From an optimization exercise on the open Yosys and OpenROAD flow, aimed at small area; shortcuts taken in it are not production practice. Function was checked by simulation only, so behaviour that the tests miss may differ from the original. Power figures rest on the tool's default switching activity, not on a simulated workload.

old:
Design car_dash, start of the top module:
module car_dash(clk, RST, Buttons, SW, JSTK_X, cs, write, data, debug, anode, segment);
Size in the first run: roughly 0.011 mm^2 of cells after synthesis.
==> flow/config.mk <==
export PLATFORM = sky130hd
export DESIGN_NAME = car_dash
export DESIGN_NICKNAME = car_dash
export VERILOG_FILES = /design/flow/design.v
export SDC_FILE = /design/flow/constraint.sdc
export NUM_CORES = 8
export LEC_CHECK = 0
export ABC_AREA = 1
export CAP_MARGIN = 20
export CORE_MARGIN = 2
export CORE_UTILIZATION = 40
export CTS_BUF_LIST = sky130_fd_sc_hd__clkbuf_8
export CTS_CLUSTER_DIAMETER = 45
export CTS_CLUSTER_SIZE = 20
export SLEW_MARGIN = 20
==> flow/constraint.sdc <==
create_clock -name core_clock -period 40.0 [get_ports {clk}]
set_input_delay 8.0000 -clock core_clock [delete_from_list [all_inputs] [get_ports {clk}]]
set_output_delay 8.0000 -clock core_clock [all_outputs]
set_load 0.01 [all_outputs]
standard.sh (not shown) runs the stock make flow with config.mk's settings and CLKGATE_MAP_FILE= SYNTH_SCRIPT=/design/flow/synth_recipe.tcl, a recipe that flattens the netlist after the stock synthesis.
==> flow/flow/run.sh <==
#!/bin/bash
# Own layout flow: the standard synthesis, then the combinational logic between the
# standard synthesis's registers is mapped again by ABC with an area-oriented script (the
# registers, their names and cell types are kept), then the standard layout steps run on
# that netlist with small port buffers and a clock tree of small buffers.
# Each tool's full output goes to a log file of its own in the work folder (log_*.txt).
set -euo pipefail
WORK=$(pwd)
PLAT=${FLOW_PLATFORM:-sky130hd}
RES=$WORK/orfs/results/$PLAT/car_dash/base
LIB=$FLOW_HOME/platforms/$PLAT/lib/sky130_fd_sc_hd__tt_025C_1v80.lib

# 1. the standard synthesis
bash standard.sh synth > log_1_std_synth.txt 2>&1

# 2. map the combinational logic again
cp $RES/1_2_yosys.v $WORK/std_synth.v
SEQ=$(awk '/^  sky130_fd_sc_hd__/{t=$1} /\.CLK\(/{print t}' $WORK/std_synth.v | sort -u | tr '\n' ' ')
DONTUSE=$(grep -o -- "-dont_use [A-Za-z0-9_]*" $WORK/orfs/logs/$PLAT/car_dash/base/1_2_yosys.log | sort -u | tr '\n' ' ')
sed -e "s#@LIB@#$LIB#g" -e "s#@IN@#$WORK/std_synth.v#g" -e "s#@OUT@#$WORK/resyn.v#g" \
    -e "s#@TOP@#${FLOW_TOP:-car_dash}#g" -e "s#@ABC@#$WORK/flow/area.abc#g" -e "s#@DONTUSE@#$DONTUSE#g" -e "s#@SEQ@#$SEQ sky130_fd_sc_hd__conb_1#g" \
    flow/resyn.ys > $WORK/resyn_run.ys
yosys -s $WORK/resyn_run.ys > log_2_resyn.txt 2>&1
cp $WORK/resyn.v $RES/1_2_yosys.v
rm -f $RES/1_synth.odb $RES/1_synth.sdc

# 3. the standard layout steps on the new netlist
bash standard.sh "BUFFER_PORTS_ARGS=-buffer_cell sky130_fd_sc_hd__buf_1" finish > log_3_std_layout.txt 2>&1
test -f out/final.def
Other scripts of this flow, unchanged in this note and not shown: flow/flow/area.abc, flow/flow/resyn.ys
Inputs modified between old and new:
# old
export LEC_CHECK = 0
export ABC_AREA = 1
export CAP_MARGIN = 20
export CORE_MARGIN = 2
export CORE_UTILIZATION = 40
export CTS_BUF_LIST = sky130_fd_sc_hd__clkbuf_8
export CTS_CLUSTER_DIAMETER = 45
export CTS_CLUSTER_SIZE = 20
export SLEW_MARGIN = 20
create_clock -name core_clock -period 40.0 [get_ports {clk}]
# new
export LEC_CHECK = 0
export ABC_AREA = 1
export CAP_MARGIN = 20
export CORE_MARGIN = 2
export CORE_UTILIZATION = 40
export CTS_BUF_LIST = sky130_fd_sc_hd__clkbuf_8
export CTS_CLUSTER_DIAMETER = 60
export CTS_CLUSTER_SIZE = 16
export SLEW_MARGIN = 20
create_clock -name core_clock -period 40.0 [get_ports {clk}]
--- outcome ---
new: all stages complete, timing, DRC and antenna checks passed
Sequential cell area share in new is 1.1 points higher than in old
Post-synthesis instance area essentially unchanged between new and old.
new ends up with a final instance area that is about 2.3% lower than in old.
Upper clock frequency limit across new and old: no real change.


Another version of the RTL of car_dash (not shown whole).
==> flow/config.mk <==
export PLATFORM = sky130hd
export DESIGN_NAME = car_dash
export DESIGN_NICKNAME = car_dash
export VERILOG_FILES = /design/flow/design.v
export SDC_FILE = /design/flow/constraint.sdc
export NUM_CORES = 8
export LEC_CHECK = 0
export ABC_AREA = 1
export CAP_MARGIN = 0
export CORE_MARGIN = 2
export CORE_UTILIZATION = 70
export CTS_BUF_LIST = sky130_fd_sc_hd__clkbuf_16
export CTS_CLUSTER_DIAMETER = 70
export CTS_CLUSTER_SIZE = 36
export SLEW_MARGIN = 0
==> flow/constraint.sdc <==
create_clock -name core_clock -period 40.0 [get_ports {clk}]
set_input_delay 8.0000 -clock core_clock [delete_from_list [all_inputs] [get_ports {clk}]]
set_output_delay 8.0000 -clock core_clock [all_outputs]
set_load 0.01 [all_outputs]
==> flow/flow/run.sh <==
#!/bin/bash
# Own layout flow: the standard synthesis, then the combinational logic between the
# standard synthesis's registers is mapped again by ABC with area-oriented scripts (several are
# tried and the smallest netlist is kept; the registers, their names and cell types are kept),
# then the standard layout steps run on that netlist, with small port buffers.
# Each tool's full output goes to a log file of its own in the work folder (log_*.txt).
set -euo pipefail
WORK=$(pwd)
PLAT=${FLOW_PLATFORM:-sky130hd}
RES=$WORK/orfs/results/$PLAT/car_dash/base
LIB=$FLOW_HOME/platforms/$PLAT/lib/sky130_fd_sc_hd__tt_025C_1v80.lib

# 1. the standard synthesis
bash standard.sh synth > log_1_std_synth.txt 2>&1

# 2. map the combinational logic again, with each ABC script in flow/abc_*.abc
cp $RES/1_2_yosys.v $WORK/std_synth.v
SEQ=$(awk '/^  sky130_fd_sc_hd__/{t=$1} /\.CLK\(/{print t}' $WORK/std_synth.v | sort -u | tr '\n' ' ')
DONTUSE=$(grep -o -- "-dont_use [A-Za-z0-9_]*" $WORK/orfs/logs/$PLAT/car_dash/base/1_2_yosys.log | sort -u | tr '\n' ' ')
for A in flow/abc_*.abc; do
  N=$(basename $A .abc)
  sed -e "s#@LIB@#$LIB#g" -e "s#@IN@#$WORK/std_synth.v#g" -e "s#@OUT@#$WORK/resyn_$N.v#g" \
      -e "s#@TOP@#${FLOW_TOP:-car_dash}#g" -e "s#@ABC@#$WORK/$A#g" -e "s#@DONTUSE@#$DONTUSE#g" \
      -e "s#@SEQ@#$SEQ sky130_fd_sc_hd__conb_1#g" -e "s#@STAT@#$WORK/resyn_$N.stat#g" \
      flow/resyn.ys > $WORK/resyn_$N.ys
  (yosys -s $WORK/resyn_$N.ys > log_2_resyn_$N.txt 2>&1 || rm -f $WORK/resyn_$N.stat) &
done
wait
BEST=""; BESTA=""
for S in $WORK/resyn_*.stat; do
  [[ -f $S ]] || continue
  A=$(grep "Chip area for module" $S | tail -1 | awk '{print $NF}')
  if [[ -z "$BEST" ]] || awk -v a="$A" -v b="$BESTA" 'BEGIN{exit !(a < b)}'; then BEST=${S%.stat}.v; BESTA=$A; fi
done
echo "kept $BEST, area $BESTA" > log_2_resyn_choice.txt
cp $BEST $RES/1_2_yosys.v
rm -f $RES/1_synth.odb $RES/1_synth.sdc

# 3. the standard layout steps on the new netlist
bash standard.sh "BUFFER_PORTS_ARGS=-buffer_cell sky130_fd_sc_hd__buf_1" finish > log_3_std_layout.txt 2>&1
test -f out/final.def
Other scripts of this flow, unchanged in this note and not shown: flow/flow/abc_a.abc, flow/flow/abc_b.abc, flow/flow/abc_c.abc, flow/flow/abc_d.abc, flow/flow/resyn.ys
The baseline ran to the end with no violations.
==> next run, changes <==
- CTS_BUF_LIST: sky130_fd_sc_hd__clkbuf_16 -> sky130_fd_sc_hd__clkbuf_8
- CTS_CLUSTER_DIAMETER: 70 -> 50
- CTS_CLUSTER_SIZE: 36 -> 20
The new run ran to the end with no violations.
Setup slack loses 430 ps.
Clock-buffer cell count came out higher by 8.
Routed wire length is lower by 1.8%.
Non-clock buffer count is lower by 5.
Register-to-register slack got worse by 110 ps.
First-iteration DRC count goes down by 26%.
Cell area rises by 1.4%.
Cell count is higher by 3.6%.
Clock power goes up by about 4%.
Synthesized cell count rises by 3.2%.


Another version of the RTL of car_dash (not shown whole).
Size: ~950 cells after synthesis, roughly 10000 sq um of cells after synthesis.
export LEC_CHECK = 0
export ABC_AREA = 1
export CAP_MARGIN = 0
export CORE_MARGIN = 2
export CORE_UTILIZATION = 70
export SLEW_MARGIN = 0
create_clock -name core_clock -period 40.0 [get_ports {clk}]
==> flow/flow/run.sh <==
#!/bin/bash
# Own layout flow: the standard synthesis, then the combinational logic between the
# standard synthesis's registers is mapped again by ABC with area-oriented scripts (several are
# tried and the smallest netlist is kept; the registers, their names and cell types are kept),
# then the standard layout steps run on that netlist, with small port buffers.
# Each tool's full output goes to a log file of its own in the work folder (log_*.txt).
set -euo pipefail
WORK=$(pwd)
PLAT=${FLOW_PLATFORM:-sky130hd}
RES=$WORK/orfs/results/$PLAT/car_dash/base
LIB=$FLOW_HOME/platforms/$PLAT/lib/sky130_fd_sc_hd__tt_025C_1v80.lib

# 1. the standard synthesis
bash standard.sh synth > log_1_std_synth.txt 2>&1

# 2. map the combinational logic again, with each ABC script in flow/abc_*.abc
cp $RES/1_2_yosys.v $WORK/std_synth.v
SEQ=$(awk '/^  sky130_fd_sc_hd__/{t=$1} /\.CLK\(/{print t}' $WORK/std_synth.v | sort -u | tr '\n' ' ')
DONTUSE=$(grep -o -- "-dont_use [A-Za-z0-9_]*" $WORK/orfs/logs/$PLAT/car_dash/base/1_2_yosys.log | sort -u | tr '\n' ' ')
for A in flow/abc_*.abc; do
  for K in 0 1; do
    # variant K=1 also keeps the standard synthesis's full adders
    N=$(basename $A .abc)_k$K
    KEEP="$SEQ sky130_fd_sc_hd__conb_1"
    if [[ $K == 1 ]]; then KEEP="$KEEP sky130_fd_sc_hd__fa_1"; fi
    sed -e "s#@LIB@#$LIB#g" -e "s#@IN@#$WORK/std_synth.v#g" -e "s#@OUT@#$WORK/resyn_$N.v#g" \
        -e "s#@TOP@#${FLOW_TOP:-car_dash}#g" -e "s#@ABC@#$WORK/$A#g" -e "s#@DONTUSE@#$DONTUSE#g" \
        -e "s#@SEQ@#$KEEP#g" -e "s#@STAT@#$WORK/resyn_$N.stat#g" \
        flow/resyn.ys > $WORK/resyn_$N.ys
    (yosys -s $WORK/resyn_$N.ys > log_2_resyn_$N.txt 2>&1 || rm -f $WORK/resyn_$N.stat) &
  done
done
wait
BEST=""; BESTA=""
for S in $WORK/resyn_*.stat; do
  [[ -f $S ]] || continue
  A=$(grep "Chip area for module" $S | tail -1 | awk '{print $NF}')
  if [[ -z "$BEST" ]] || awk -v a="$A" -v b="$BESTA" 'BEGIN{exit !(a < b)}'; then BEST=${S%.stat}.v; BESTA=$A; fi
done
echo "kept $BEST, area $BESTA" > log_2_resyn_choice.txt
cp $BEST $RES/1_2_yosys.v
rm -f $RES/1_synth.odb $RES/1_synth.sdc

# 3. the standard layout steps on the new netlist
# flow/cts_args, if there, holds the clock tree synthesis arguments (CTS_ARGS)
EXTRA=()
if [[ -f flow/cts_args ]]; then EXTRA+=("CTS_ARGS=$(cat flow/cts_args)"); fi
bash standard.sh "BUFFER_PORTS_ARGS=-buffer_cell sky130_fd_sc_hd__buf_1" "${EXTRA[@]}" finish > log_3_std_layout.txt 2>&1
test -f out/final.def
==> flow/flow/abc_a0.abc <==
strash
&get -n
&deepsyn -T 120 -S 0
&put
dch -f
amap
topo
==> flow/flow/abc_a1.abc <==
strash
&get -n
&deepsyn -T 120 -S 1
&put
dch -f
amap
topo
==> flow/flow/abc_a2.abc <==
strash
&get -n
&deepsyn -T 120 -S 2
&put
dch -f
amap
topo
==> flow/flow/abc_a3.abc <==
strash
&get -n
&deepsyn -T 120 -S 3
&put
dch -f
amap
topo
==> flow/flow/abc_a4.abc <==
strash
&get -n
&deepsyn -T 120 -S 4
&put
dch -f
amap
topo
==> flow/flow/abc_a5.abc <==
strash
&get -n
&deepsyn -T 120 -S 5
&put
dch -f
amap
topo
Other scripts of this flow, unchanged in this note and not shown: flow/flow/abc_d.abc, flow/flow/cts_args, flow/flow/resyn.ys
Then changed:
--- a/flow/flow/run.sh
+++ b/flow/flow/run.sh
@@ -20,13 +20,8 @@
 for A in flow/abc_*.abc; do
-  for K in 0 1; do
-    # variant K=1 also keeps the standard synthesis's full adders
-    N=$(basename $A .abc)_k$K
-    KEEP="$SEQ sky130_fd_sc_hd__conb_1"
-    if [[ $K == 1 ]]; then KEEP="$KEEP sky130_fd_sc_hd__fa_1"; fi
-    sed -e "s#@LIB@#$LIB#g" -e "s#@IN@#$WORK/std_synth.v#g" -e "s#@OUT@#$WORK/resyn_$N.v#g" \
-        -e "s#@TOP@#${FLOW_TOP:-car_dash}#g" -e "s#@ABC@#$WORK/$A#g" -e "s#@DONTUSE@#$DONTUSE#g" \
-        -e "s#@SEQ@#$KEEP#g" -e "s#@STAT@#$WORK/resyn_$N.stat#g" \
-        flow/resyn.ys > $WORK/resyn_$N.ys
-    (yosys -s $WORK/resyn_$N.ys > log_2_resyn_$N.txt 2>&1 || rm -f $WORK/resyn_$N.stat) &
-  done
+  N=$(basename $A .abc)
+  sed -e "s#@LIB@#$LIB#g" -e "s#@IN@#$WORK/std_synth.v#g" -e "s#@OUT@#$WORK/resyn_$N.v#g" \
+      -e "s#@TOP@#${FLOW_TOP:-car_dash}#g" -e "s#@ABC@#$WORK/$A#g" -e "s#@DONTUSE@#$DONTUSE#g" \
+      -e "s#@SEQ@#$SEQ sky130_fd_sc_hd__conb_1#g" -e "s#@STAT@#$WORK/resyn_$N.stat#g" \
+      flow/resyn.ys > $WORK/resyn_$N.ys
+  (yosys -s $WORK/resyn_$N.ys > log_2_resyn_$N.txt 2>&1 || rm -f $WORK/resyn_$N.stat) &
 done
==> flow/flow/abc_a.abc (new file) <==
strash
&get -n
&deepsyn -T 120
&put
dch -f
amap
topo
==> flow/flow/abc_b.abc (new file) <==
strash
&get -n
&deepsyn -T 120 -S 3
&put
&get -n
&dch -f
&nf -p
&put
==> flow/flow/abc_c.abc (new file) <==
strash
&get -n
&fraig -x
&put
scorr
dc2
strash
balance -l
resub -K 6 -l
rewrite -l
resub -K 6 -N 2 -l
refactor -l
resub -K 8 -l
balance -l
resub -K 8 -N 2 -l
rewrite -l
resub -K 10 -l
rewrite -z -l
resub -K 10 -N 2 -l
balance -l
resub -K 12 -l
refactor -z -l
resub -K 12 -N 2 -l
rewrite -z -l
balance -l
&get -n
&dch -f
&nf -p
&put
CTS_BUF_LIST = sky130_fd_sc_hd__clkbuf_8   (was not set)
CTS_CLUSTER_DIAMETER = 50   (was not set)
CTS_CLUSTER_SIZE = 20   (was not set)
removed: flow/flow/abc_a0.abc
removed: flow/flow/abc_a1.abc
removed: flow/flow/abc_a2.abc
removed: flow/flow/abc_a3.abc
removed: flow/flow/abc_a4.abc
removed: flow/flow/abc_a5.abc
Outcome: Utilization grows by 0.31 points. Global-route usage shrinks by 1.6 points. Critical path depth shrinks by 23. Design area grows by about 0.8%. First-iteration DRC count shrinks by 14%. Setup slack improves by 0.018 ns. Non-clock buffer count shrinks by 1. Total power grows by about 3.4%.


car_dash again, from the RTL that the note above started with.
export LEC_CHECK = 0
export ABC_AREA = 1
export CAP_MARGIN = 0
export CORE_MARGIN = 2
export CORE_UTILIZATION = 70
export CTS_BUF_LIST = sky130_fd_sc_hd__clkbuf_8
export CTS_CLUSTER_DIAMETER = 50
export CTS_CLUSTER_SIZE = 20
export SLEW_MARGIN = 0
create_clock -name core_clock -period 40.0 [get_ports {clk}]
==> flow/flow/run.sh <==
#!/bin/bash
# Own layout flow: the standard synthesis, then the combinational logic between the
# standard synthesis's registers is mapped again by ABC with area-oriented scripts (several are
# tried and the smallest netlist is kept; the registers, their names and cell types are kept),
# then the standard layout steps run on that netlist, with small port buffers.
# Each tool's full output goes to a log file of its own in the work folder (log_*.txt).
set -euo pipefail
WORK=$(pwd)
PLAT=${FLOW_PLATFORM:-sky130hd}
RES=$WORK/orfs/results/$PLAT/car_dash/base
LIB=$FLOW_HOME/platforms/$PLAT/lib/sky130_fd_sc_hd__tt_025C_1v80.lib

# 1. the standard synthesis
bash standard.sh synth > log_1_std_synth.txt 2>&1

# 2. map the combinational logic again, with each ABC script in flow/abc_*.abc
cp $RES/1_2_yosys.v $WORK/std_synth.v
SEQ=$(awk '/^  sky130_fd_sc_hd__/{t=$1} /\.CLK\(/{print t}' $WORK/std_synth.v | sort -u | tr '\n' ' ')
DONTUSE=$(grep -o -- "-dont_use [A-Za-z0-9_]*" $WORK/orfs/logs/$PLAT/car_dash/base/1_2_yosys.log | sort -u | tr '\n' ' ')
for A in flow/abc_*.abc; do
  N=$(basename $A .abc)
  sed -e "s#@LIB@#$LIB#g" -e "s#@IN@#$WORK/std_synth.v#g" -e "s#@OUT@#$WORK/resyn_$N.v#g" \
      -e "s#@TOP@#${FLOW_TOP:-car_dash}#g" -e "s#@ABC@#$WORK/$A#g" -e "s#@DONTUSE@#$DONTUSE#g" \
      -e "s#@SEQ@#$SEQ sky130_fd_sc_hd__conb_1#g" -e "s#@STAT@#$WORK/resyn_$N.stat#g" \
      flow/resyn.ys > $WORK/resyn_$N.ys
  (yosys -s $WORK/resyn_$N.ys > log_2_resyn_$N.txt 2>&1 || rm -f $WORK/resyn_$N.stat) &
done
wait
BEST=""; BESTA=""
for S in $WORK/resyn_*.stat; do
  [[ -f $S ]] || continue
  A=$(grep "Chip area for module" $S | tail -1 | awk '{print $NF}')
  if [[ -z "$BEST" ]] || awk -v a="$A" -v b="$BESTA" 'BEGIN{exit !(a < b)}'; then BEST=${S%.stat}.v; BESTA=$A; fi
done
echo "kept $BEST, area $BESTA" > log_2_resyn_choice.txt
cp $BEST $RES/1_2_yosys.v
rm -f $RES/1_synth.odb $RES/1_synth.sdc

# 3. the standard layout steps on the new netlist
# flow/cts_args, if there, holds the clock tree synthesis arguments (CTS_ARGS)
EXTRA=()
if [[ -f flow/cts_args ]]; then EXTRA+=("CTS_ARGS=$(cat flow/cts_args)"); fi
bash standard.sh "BUFFER_PORTS_ARGS=-buffer_cell sky130_fd_sc_hd__buf_1" "${EXTRA[@]}" finish > log_3_std_layout.txt 2>&1
test -f out/final.def
==> flow/flow/cts_args <==
-sink_clustering_enable -repair_clock_nets -sink_clustering_size 20 -sink_clustering_max_diameter 50 -buf_list sky130_fd_sc_hd__clkbuf_8 -dont_use_dummy_load
Other scripts of this flow, unchanged in this note and not shown: flow/flow/abc_a.abc, flow/flow/abc_b.abc, flow/flow/abc_c.abc, flow/flow/abc_d.abc, flow/flow/resyn.ys
Next try:
--- a/flow/flow/run.sh
+++ b/flow/flow/run.sh
@@ -19,10 +19,15 @@
 DONTUSE=$(grep -o -- "-dont_use [A-Za-z0-9_]*" $WORK/orfs/logs/$PLAT/car_dash/base/1_2_yosys.log | sort -u | tr '\n' ' ')
 for A in flow/abc_*.abc; do
-  N=$(basename $A .abc)
-  sed -e "s#@LIB@#$LIB#g" -e "s#@IN@#$WORK/std_synth.v#g" -e "s#@OUT@#$WORK/resyn_$N.v#g" \
-      -e "s#@TOP@#${FLOW_TOP:-car_dash}#g" -e "s#@ABC@#$WORK/$A#g" -e "s#@DONTUSE@#$DONTUSE#g" \
-      -e "s#@SEQ@#$SEQ sky130_fd_sc_hd__conb_1#g" -e "s#@STAT@#$WORK/resyn_$N.stat#g" \
-      flow/resyn.ys > $WORK/resyn_$N.ys
-  (yosys -s $WORK/resyn_$N.ys > log_2_resyn_$N.txt 2>&1 || rm -f $WORK/resyn_$N.stat) &
+  for K in 0 1; do
+    # variant K=1 also keeps the standard synthesis's full adders
+    N=$(basename $A .abc)_k$K
+    KEEP="$SEQ sky130_fd_sc_hd__conb_1"
+    if [[ $K == 1 ]]; then KEEP="$KEEP sky130_fd_sc_hd__fa_1"; fi
+    sed -e "s#@LIB@#$LIB#g" -e "s#@IN@#$WORK/std_synth.v#g" -e "s#@OUT@#$WORK/resyn_$N.v#g" \
+        -e "s#@TOP@#${FLOW_TOP:-car_dash}#g" -e "s#@ABC@#$WORK/$A#g" -e "s#@DONTUSE@#$DONTUSE#g" \
+        -e "s#@SEQ@#$KEEP#g" -e "s#@STAT@#$WORK/resyn_$N.stat#g" \
+        flow/resyn.ys > $WORK/resyn_$N.ys
+    (yosys -s $WORK/resyn_$N.ys > log_2_resyn_$N.txt 2>&1 || rm -f $WORK/resyn_$N.stat) &
+  done
 done
 wait
==> flow/flow/cts_args (replaced) <==
-sink_clustering_enable -repair_clock_nets -sink_clustering_size 10 -sink_clustering_max_diameter 40 -buf_list sky130_fd_sc_hd__clkbuf_4 -dont_use_dummy_load
--- a/flow/config.mk
+++ b/flow/config.mk
@@ -10,6 +10,3 @@
 export CORE_MARGIN = 2
 export CORE_UTILIZATION = 70
-export CTS_BUF_LIST = sky130_fd_sc_hd__clkbuf_8
-export CTS_CLUSTER_DIAMETER = 50
-export CTS_CLUSTER_SIZE = 20
 export SLEW_MARGIN = 0
Result:
- count of clock-buffer cells in the layout rose by 13
- clock power fell by about 3%
- via count fell by 4.6%
- die area fell by 0.74%
- routed wire length rose by 3.3%
- worst setup slack is worse by 150 ps

-- static timing again, ports no longer ideal --
The results above use ideal ports. As a check the final layouts listed here were re-extracted and re-timed, cells and wires unchanged. Step 1 (the two cells are an assumption about what drives the block):
set clk [get_ports {clk}]
set_driving_cell -lib_cell sky130_fd_sc_hd__clkbuf_16 $clk
set_driving_cell -lib_cell sky130_fd_sc_hd__buf_2 [delete_from_list [all_inputs] $clk]
Step 2 moves the port delays by t, midway between the first and last clock arrival at a register: inputs arrive t later, outputs are due t later. That takes back most of the time a late clock gives input paths. a / b / c = ideal ports / drivers / drivers and shift; a / b = the first two.
| run | t (ns) | slack for setup (ns) | hold WS [ns] | worst setup path after step 2 |
|---|---|---|---|---|
| old | 0.571 | 29.181 / 29.138 / 29.709 | 0.425 / 0.425 / 0.425 | register to output |
| new | 0.601 | 29.166 / 29.121 / 29.723 | 0.427 / 0.427 / 0.427 | register to output |
| the first run of note 2 | 0.522 | 29.125 / 29.079 / 29.601 | 0.419 / 0.419 / 0.419 | register to output |
| the second run of note 2 | 0.554 | 28.694 / 28.654 / 28.678 | 0.426 / 0.426 / 0.426 | input to register |
| the first run of note 3 | 0.684 | 28.982 / 28.982 / 28.982 | 0.411 / 0.411 / 0.411 | register to register |
| the second run of note 3 | 0.671 | 29.000 / 28.961 / 29.544 | 0.424 / 0.424 / 0.424 | input to register |
| the first run of note 4 | 0.547 | 29.096 / 29.057 / 29.534 | 0.406 / 0.406 / 0.406 | input to register |
| the second run of note 4 | 0.608 | 28.950 / 28.950 / 28.950 | 0.395 / 0.395 / 0.395 | register to register |
After both steps setup and hold are still met in every run listed. The setup slack of the second run of note 2, which loses most, moves by -0.040 ns with the drivers and by -0.016 ns with both steps.
